Context: an optimization exercise on an open-source flow, tuned for small area, a short achievable clock period and few clock cycles per item. The choices shown serve that exercise and are no tape-out recipe.
No run shown here included a check of the RTL's function; only the layout flow was run.
Power and IR drop assume default switching activity.

==> flow/design.v (outline; a module is shown in full before it is edited, if it fits) <==
// module multiplier: 1595 lines
// module mul_fa: 4 lines
// module mul_bselp: 3 lines
// module mul_bsel: 3 lines
// module mul_bpp: 3 lines
// module mul_ha: 4 lines
module multiplier #(MANT_BITS=23, EXP_BITS=8)(
	input wire clk,
	input wire reset_n,
	input wire input_valid,
	input logic [EXP_BITS+MANT_BITS:0] in_a,
	input logic [EXP_BITS+MANT_BITS:0] in_b,
	output logic [EXP_BITS+MANT_BITS:0] data_out,
	output logic output_valid
);
  // ...
==> flow/flow/run.sh <==
#!/bin/bash
set -euo pipefail
export BUFFER_PORTS_ARGS="-buffer_cell sky130_fd_sc_hd__buf_4"
bash standard.sh > standard.log 2>&1
==> flow/standard.sh <==
#!/bin/bash
# synth_recipe.tcl (not shown) runs the flow's synth.tcl, then flattens the netlist and writes it again
# the make line also repeats each setting of config.mk as NAME=value (left out here)
make -C /OpenROAD-flow-scripts/flow DESIGN_CONFIG=/design/flow/config.mk WORK_HOME=/design/flow/orfs CLKGATE_MAP_FILE= SYNTH_SCRIPT=/design/flow/synth_recipe.tcl "${@:-finish}"
==> flow/config.mk <==
export PLATFORM = sky130hd
export DESIGN_NAME = multiplier
export DESIGN_NICKNAME = multiplier
export VERILOG_FILES = /design/flow/design.v
export SDC_FILE = /design/flow/constraint.sdc
export NUM_CORES = 4
export LEC_CHECK = 0
export CAP_MARGIN = 20
export CORE_MARGIN = 2
export CORE_UTILIZATION = 60
export SETUP_SLACK_MARGIN = 2.5
export SLEW_MARGIN = 20
export SYNTH_HIERARCHICAL = 1
==> flow/constraint.sdc <==
create_clock -name core_clock -period 8.0 [get_ports {clk}]
set_input_delay 1.6000 -clock core_clock [delete_from_list [all_inputs] [get_ports {clk}]]
set_output_delay 1.6000 -clock core_clock [all_outputs]
set_load 0.01 [all_outputs]
==> run_results.csv, run 1 <==
group,metric,value,unit
grt,gr-usage-met3,0.109,
worst_setup_path,crit_chain,"buf_4 > nor4_4 > nand2_2 > mux2i_4 > inv_4 > or3_4 > nand2_8 > a22o_1 > xnor2_2 > fa_2 > fa_2 > fa_2 > fa_1 > fa_1",
synthesis,synth-seq-area-share,0.134,
worst_setup_path,cp-endpoint,"rb[11]",
drt,vias,16303,
floorplan,row_count,64,
worst_setup_path,cp_slowest_cell,"fa_2",
timing,hold_violations,0,
status,outcome,"finished clean",
finish,flops_and_latches,106,
timing,period_needed,5.45,ns
finish,reg.largest.list,"ra: 32 flops, rb: 32 flops, sh: 24 flops",
finish,layout.cells.most_common,"xnor2_1",
pwr,finalPower,7.83,mW
finish,utilization,0.728,
pwr,powerDensity,354,nW/µm²
drt,wl_met1,24600,µm
clock_network,htreeDepth,3,
finish,buffers,221,
synthesis,ys_warn_count,7,
finish,n_all_inverters,32,
finish,sh_seq_area,0.112,
clock_network,cts_buffer_depth,2,
timing,worstMarginPinSlew,1.04,ns
placed_design,gp_congestion,0.883,
pwr,ir_drop,0.200,mV
grt,grt_use_met2,0.543,
placed_design,dp.cells,2263,
worst_setup_path,cp.arrival,5.69,ns
clock_network,post-cts-setup-buffers,9,
==> run 2: changes to the inputs <==
--- a/flow/config.mk
+++ b/flow/config.mk
@@ -7,7 +7,7 @@
 export LEC_CHECK = 0
 export CAP_MARGIN = 20
 export CORE_MARGIN = 2
-export CORE_UTILIZATION = 60
+export CORE_UTILIZATION = 70
 export SETUP_SLACK_MARGIN = 2.5
 export SLEW_MARGIN = 20
 export SYNTH_HIERARCHICAL = 1
==> run 2 against run 1 <==
Against the previous run: still clean; combinational power up 2%; total power up 2.1%; sequential share of layout area up 0.16 points; critical path type unchanged; largest cell class unchanged.
==> run_results.csv, run 2 <==
group,metric,value,unit
status,outcome,"finished clean",
clock_network,path_clk_slew,0.09,ns
drt,drt_wl_total,63300,µm
worst_setup_path,crit_start,"in_b[7]",
timing,clock_skew,0.0269,ns
min_path,hold_path_class,"reg2reg",
floorplan,core-area,26000,µm²
synthesis,netlist-cell-type-count,70,
drt,drt_first_pass_iters,8,
synthesis,synth_mux_area_frac,0.0402,
worst_setup_path,worst_r2r_path_depth,15,
timing,grt_setup_unrepaired,"true",
clock_network,htreeDepth,3,
grt,antenna_found_initial,0,
synthesis,async_flop_share,0.0283,
min_path,min_from,"st[1]",
timing,finalSetupViolations,0,
synthesis,synth_xor_area_frac,0.166,
finish,finalNonFillerCells,2327,
worst_setup_path,cp.required,8.26,ns
grt,first_global_vias,16708,
synthesis,synth_top_family_by_area,"adder cells",
synthesis,synth_top_area_frac,0.287,
finish,nFillCells,1498,
floorplan,pin_count,100,
synthesis,synth_area_leaders,"fa_1, xnor2_1, a22o_1, dfxtp_1, ha_1",
timing,tns,0,ns
synthesis,synth_common_cells,"xnor2_1, a22o_1, fa_1, nand2_1, ha_1",
pwr,finalPower,8.00,mW
finish,syn_to_final_growth,18.3,%
timing,fmax,0.176,GHz
synthesis,syn_area,18500,µm²
worst_setup_path,crit_chain,"buf_4 > mux2i_4 > clkinv_4 > nand2_2 > o21ai_4 > buf_4 > buf_4 > a22o_1 > xnor2_1 > fa_1 > fa_1 > fa_1 > fa_1 > fa_1",
synthesis,netlist.top_cell.by_area,"fa_1",
synthesis,synth_cells,1794,
synthesis,synthAdderAreaFrac,0.349,
timing,period_needed,5.68,ns
drt,vias,16899,
pwr,p_leak,8.58,nW
drt,drtAntennaViolNets,0,
worst_setup_path,cp.arrival,5.94,ns
synthesis,ys_ff_latch,106,
timing,drv_slew,0,
clock_network,clk_latency,0.40,ns
floorplan,start_util,0.711,
timing,fin_crit_sh,0.711,
finish,drive_above_1_share,0.195,
synthesis,synth_ff_type,"dfxtp_1",
worst_setup_path,cp_slowest_cell,"fa_1",
floorplan,dieArea,27700,µm²
synthesis,synth_edf_count,34,
synthesis,postSynthAreaPerCell,10.3,µm²
worst_setup_path,crit_path_max_incr_delay,0.55,ns
grt,grt_usage,0.426,
synthesis,synth.most_common_cell,"xnor2_1",
drt,drc,0,
clock_network,cts_tree,"yes",
synthesis,ys_warn_count,7,
grt,grt_pass1_wl,92100,µm
placed_design,port_buffers,99,
finish,ff_latch_area,2480,µm²
finish,reg.largest.list,"ra: 32 flops, rb: 32 flops, sh: 24 flops",
timing,hold_violations,0,
worst_setup_path,cp-end-kind,"flop",
placed_design,dp.cells,2206,
pwr,powerDensity,366,nW/µm²
synthesis,synth-compound-area-share,0.195,
floorplan,row_count,59,
worst_setup_path,cp_max_fo,8,
synthesis,synth-seq-area-share,0.134,
min_path,hold_path_depth,1,
timing,worstMarginPinSlew,1.07,ns
clock_network,root_buffer,"clkbuf_16",
pwr,ir_drop,0.511,mV
finish,multi_input_area,16500,µm²
placed_design,hpwl,40200,µm
clock_network,clkSinkCount,106,
drt,vias_per_cell,7.26,
drt,wire_per_inst,27.2,µm
finish,antennaDiodeCount,0,
worst_setup_path,start_kind,"input port",
floorplan,die_h,166,µm
placed_design,gp_congestion,0.937,
clock_network,cts_buffer_depth,2,
finish,final_cell_mix,"xnor2_1, a22o_1, fa_1, buf_4, nand2_1",
grt,grt-ovfl-total,0,
drt,drt_iter0_drc,2510,
finish,nets,2410,
worst_setup_path,crit_top_cell,"fa_1",
worst_setup_path,worstSetupPathType,"in2reg",
clock_network,cts_made_buffers,9,
timing,slew_headroom,0.285,
synthesis,synth-simple-area-share,0.0927,
floorplan,die_x,166,µm
run,max-cap-violations,0,
clock_network,ctsHoldBuffers,0,
finish,layout.cells.most_common,"xnor2_1",
worst_setup_path,r2r_start,"st[0]",
grt,grt_max_degree,65,
run 2: changes by cell type in the layout (fill, tap and decap cells not counted), sizes merged:
| cell | change |
|---|---|
| clkinv | +5 |
| clkinvlp | +1 |
| buf | +11 |
| nor2 | -1 |
| a21oi | -1 |
| bufbuf | +1 |
| clkbuf | -6 |
| xnor2 | -2 |
| inv | -4 |
| o21ai | -2 |
run 2: metrics by stage:
| stage | util | hold WS [ns] | cell area [µm²] | setup WS [ns] |
|---|---|---|---|---|
| 2_1_floorplan | - | 0.507 | 19000 | 2.47 |
| 3_3_place_gp | 0.775 | 0.536 | 20100 | 1.77 |
| 3_5_place_dp | 0.775 | 0.563 | 20100 | 1.70 |
| 4_1_cts | 0.805 | 0.594 | 20900 | 2.47 |
| 5_1_grt | 0.841 | 0.604 | 21800 | 2.16 |
| 6_report | 0.841 | 0.578 | 21800 | 2.32 |
run 2: final cells by class:
cell class              count  area share
multi-input cells        1609       0.756
flip-flops and latches    106       0.113
repair buffers            228      0.0903
well taps                 335      0.0192
clock buffers               9      0.0103
inverters                  32     0.00762
clock inverters             7     0.00321
repair inverters            1    0.000229
run 2: repair_timing:
item | CTS | global route
gates resized for setup | 34 | 58
gates cloned | 7 | 9
endpoints found under the setup margin | 43 | 27
pin swaps | 13 | 24
setup buffers | 25 | 64
run 2: cells by family after synthesis:
group           count (synthesis)
simple gates                  354
buf+inv                       100
other cells                     1
mux                            68
fa+ha+maj                     356
xor+xnor                      349
flops                         106
compound gates                460
run 2: metal layers:
layer,part of all wire,wire length (µm),GRT usage
met5,0.0012,73,0
met4,0.070,4440,0.190
met3,0.16,9980,0.155
met2,0.42,26700,0.642
met1,0.35,22100,0.556
run 2: worst max-delay path: cells and delay by family:
kind	cells	cell delay [ns]
AOI/OAI and AO/OA	2	0.36
xor gates and xnor gates	1	0.49
adders and majority gates	5	2.45
buffers and inverters	4	0.59
muxes	1	0.25
and+or+nand+nor	1	0.19
run 2: final timing paths:
kind	endpoint	slack [ns]
setup / recovery	rb[7]	2.32
hold / removal	st[0]	0.58
setup reg to reg	rb[7]	2.38
hold reg to reg	st[0]	0.58
max in group asynchronous	st[1]	6.91
min in group asynchronous	output_valid	0.98
run 2: power by group:
part,internal [mW],switching (mW),leakage [nW],total [mW]
Combinational,3.00,3.56,7.46,6.56
Clock,0.221,0.260,0.142,0.481
Sequential,0.854,0.104,0.982,0.958
Total,4.07,3.92,8.58,8.00
run 2: per-module statistics from Yosys (local to each module, per instance):
module      cell area (µm²)  cells inside  flip-flops and latches  copies in the design
multiplier            10300          1220                     106                     1
mul_ha                 12.5             1                       0                    34
mul_bselp              8.76             1                       0                   276
mul_fa                 20.0             1                       0                   264
==> run 3: changes to the inputs <==
--- a/flow/config.mk
+++ b/flow/config.mk
@@ -7,7 +7,7 @@
 export LEC_CHECK = 0
 export CAP_MARGIN = 20
 export CORE_MARGIN = 2
-export CORE_UTILIZATION = 70
-export SETUP_SLACK_MARGIN = 2.5
+export CORE_UTILIZATION = 60
+export SETUP_SLACK_MARGIN = 2.0
 export SLEW_MARGIN = 20
 export SYNTH_HIERARCHICAL = 1
==> run 3 against run 2 <==
Against the previous run: still clean on timing, DRC and antenna; total power is 3.7% lower; critical path depth is 2 lower; worst hold slack got worse by 0.0012 ns; register-to-register slack worse by 0.17 ns; cell area fell by 4.7%; sequential power is 1% lower; combinational power down 4.6%; sequential cell count is the same; clock power is 2% higher; utilization fell by 16 points; global-route usage fell by 6.6 points; first-iteration DRC count is 26% lower; critical path type unchanged; critical endpoint is now rb[15].
==> run_results.csv, run 3 <==
group,metric,value,unit
clock_network,ctsHoldBuffers,0,
drt,drt_wl_total,59100,µm
synthesis,netlist.top_cell.by_area,"fa_1",
floorplan,dieArea,32200,µm²
synthesis,synth_top_area_frac,0.287,
grt,grt_pass1_wl,90600,µm
synthesis,synth_common_cells,"xnor2_1, a22o_1, fa_1, nand2_1, ha_1",
finish,drive_above_1_share,0.144,
drt,drtAntennaViolNets,0,
synthesis,synth_area_leaders,"fa_1, xnor2_1, a22o_1, dfxtp_1, ha_1",
synthesis,synth-seq-area-share,0.134,
worst_setup_path,r2r_start,"st[0]",
finish,reg.largest.list,"ra: 32 flops, rb: 32 flops, sh: 24 flops",
finish,nets,2353,
floorplan,die_h,179,µm
grt,grt-ovfl-total,0,
pwr,ir_drop,0.314,mV
placed_design,gp_congestion,0.952,
grt,grt_usage,0.360,
floorplan,row_count,64,
timing,worstMarginPinSlew,1.02,ns
worst_setup_path,crit_start,"in_b[15]",
synthesis,async_flop_share,0.0283,
drt,drt_first_pass_iters,6,
worst_setup_path,cp.required,8.23,ns
drt,vias_per_cell,6.65,
worst_setup_path,start_kind,"input port",
clock_network,clk_latency,0.37,ns
pwr,p_leak,8.13,nW
pwr,internal_power,3.97,mW
run,max-cap-violations,0,
floorplan,start_util,0.607,
placed_design,pre_cts_ws,1.37,ns
finish,multi_input_area,16000,µm²
drt,wire_per_inst,25.3,µm
placed_design,dpl_cell_area,20000,µm²
timing,grt_setup_unrepaired,"false",
worst_setup_path,cp-end-kind,"flop",
timing,period_needed,5.87,ns
min_path,min_delay_worst_endpoint,"st[0]",
finish,final_cell_area,20800,µm²
clock_network,root_buffer,"clkbuf_16",
finish,syn_to_final_growth,12.8,%
synthesis,postSynthAreaPerCell,10.3,µm²
finish,ff_latch_area,2480,µm²
clock_network,clkSinkCount,106,
drt,drc,0,
min_path,hold_path_depth,1,
synthesis,synth.most_common_cell,"xnor2_1",
pwr,switching_share,0.484,
pwr,p_switching,3.73,mW
grt,first_global_vias,15469,
min_path,min_from,"st[1]",
timing,setup_slack,2.13,ns
worst_setup_path,rrSetupSlack,2.21,ns
clock_network,cts_buffer_depth,2,
worst_setup_path,worstSetupPathType,"in2reg",
clock_network,path_clk_slew,0.09,ns
drt,drt_iter0_drc,1855,
timing,hold_violations,0,
worst_setup_path,worstReg2RegEnd,"rb[15]",
pwr,clock_power_share,0.064,
pwr,seqPwrFrac,0.123,
timing,drv_slew,0,
synthesis,netlist-cell-type-count,70,
finish,final_cell_mix,"xnor2_1, a22o_1, fa_1, buf_4, nand2_1",
pwr,powerDensity,370,nW/µm²
clock_network,htreeDepth,3,
timing,tns,0,ns
timing,clock_skew,0.0243,ns
floorplan,die_x,179,µm
floorplan,core-area,30400,µm²
finish,layout.cells.most_common,"xnor2_1",
grt,grt_max_degree,50,
min_path,hold_path_class,"reg2reg",
worst_setup_path,cp.arrival,6.10,ns
status,outcome,"finished clean",
synthesis,synth_edf_count,34,
worst_setup_path,cp_max_fo,14,
clock_network,cts_made_buffers,9,
grt,antenna_found_initial,0,
clock_network,cts_tree,"yes",
worst_setup_path,worst_r2r_path_depth,13,
synthesis,ys_warn_count,7,
synthesis,syn_area,18500,µm²
placed_design,port_buffers,99,
timing,timing.hold.ws,0.577,ns
synthesis,synth_ff_type,"dfxtp_1",
floorplan,pin_count,100,
finish,nFillCells,2435,
pwr,p_comb_frac,0.813,
finish,antennaDiodeCount,0,
timing,slew_headroom,0.315,
synthesis,ys_ff_latch,106,
timing,fmax,0.170,GHz
drt,vias,15506,
placed_design,hpwl,41300,µm
timing,finalSetupViolations,0,
synthesis,synth_cells,1794,
timing,fin_crit_sh,0.733,
run 3: cell counts after synthesis:
Identical to the previous run, type by type.
run 3: area by class of cell:
cell class,instances,share of cell area
Sequential cell,106,0.119
Inverter,32,0.00697
Timing Repair inverter,1,0.000240
Tap cell,396,0.0238
Timing Repair Buffer,178,0.0693
Clock inverter,6,0.00390
Multi-Input combinational cell,1602,0.766
Clock buffer,10,0.0110
run 3: how the worst max path moves through the flow:
stage,end,slack [ns],cells after the start
after floorplan,rc,1.89,15
after global placement,rc,1.53,21
after detailed placement,rc,1.37,21
after CTS,rc,2.01,20
after global routing,rc,1.99,20
final,rb[15],2.13,12
run 3: metal layers:
metal,track usage,routed length [µm],up-vias
met5,0,0,-
met4,0.0992,1450,0
met3,0.123,8310,109
met2,0.527,25100,1047
met1,0.512,24100,7602
li1,-,-,6748
run 3: cells by family (layout without fill, tap and decap cells):
family,count (synthesis),count (layout),synth area share
compound gates,460,461,0.195
buf+inv,100,227,0.0230
simple gates,354,355,0.0927
fa+ha+maj,356,356,0.349
xor+xnor,349,350,0.166
flops,106,106,0.134
mux,68,68,0.0402
other cells,1,12,0.000203
run 3: Yosys stat by module, one instance, submodules excluded:
module	cell area, µm²	flops+latches	cells
mul_bselp	8.76	0	1
multiplier	10300	106	1220
mul_fa	20.0	0	1
mul_ha	12.5	0	1
run 3: per-stage QoR:
stage | cells | util | power [mW]
floorplan | 1805 | - | 5.31
global placement | 2280 | 0.658 | 6.87
detailed placement | 2280 | 0.658 | 7.13
CTS | 2296 | 0.670 | 7.66
global route | 2331 | 0.685 | 8.53
finish | 2331 | 0.685 | 7.70
run 3: worst max-delay path, cell delays in order:
cell      delay, ns
buf_4          0.13
mux2i_4        0.16
clkinv_1       0.36
xnor2_2        0.93
buf_4          0.33
a22o_1         0.18
xnor2_1        0.15
ha_1           0.29
fa_1           0.57
fa_1           0.46
fa_1           0.53
fa_1           0.40
run 3: power groups by stage:
stage / combinational, mW / sequential [mW] / clock, mW
6_report: 6.26 / 0.947 / 0.493
5_1_grt: 7.04 / 0.967 / 0.522
4_1_cts: 6.21 / 0.947 / 0.501
3_5_place_dp: 6.17 / 0.958 / 0
3_3_place_gp: 5.92 / 0.957 / 0
2_1_floorplan: 4.39 / 0.921 / 0
run 3: timing repair:
item                       CTS  global route
setup buffers                0            30
resized for setup           10            35
cloned                       0             5
setup endpoints to repair   26            17
pin swaps                    0             3

[separate check: timing with driven ports]
How much do the figures lean on ideal ports? The routed layouts below were timed once more, with nothing changed but the port constraints.
Step 1 assumes that a clkbuf_16 drives the clock port and a buf_2 every other input.
Step 2 adds t to the input delays and takes it off the output delays; t is the mean of the earliest and latest rising clock arrival at the registers after step 1. Input paths then give back, and output paths get back, about the clock's delay inside the block.
a / b / c = ideal ports / drivers / drivers and shift; a / b = the first two.
run | t (ns) | slack for setup (ns) | clock arrival spread, ns | worst register clock-pin slew, ns | worst slew at a driven data input, ns
run 1 | 0.426 | 2.550 / 2.583 / 2.156 | 0.028 / 0.027 | 0.10 / 0.10 | 0.05
run 2 | 0.438 | 2.316 / 2.347 / 1.910 | 0.027 / 0.027 | 0.10 / 0.10 | 0.06
run 3 | 0.419 | 2.134 / 2.152 / 1.733 | 0.029 / 0.029 | 0.09 / 0.09 | 0.05
After both steps every run listed still meets setup and hold. The setup slack of run 2, which loses most, moves by +0.031 ns with the drivers and by -0.406 ns with both steps.
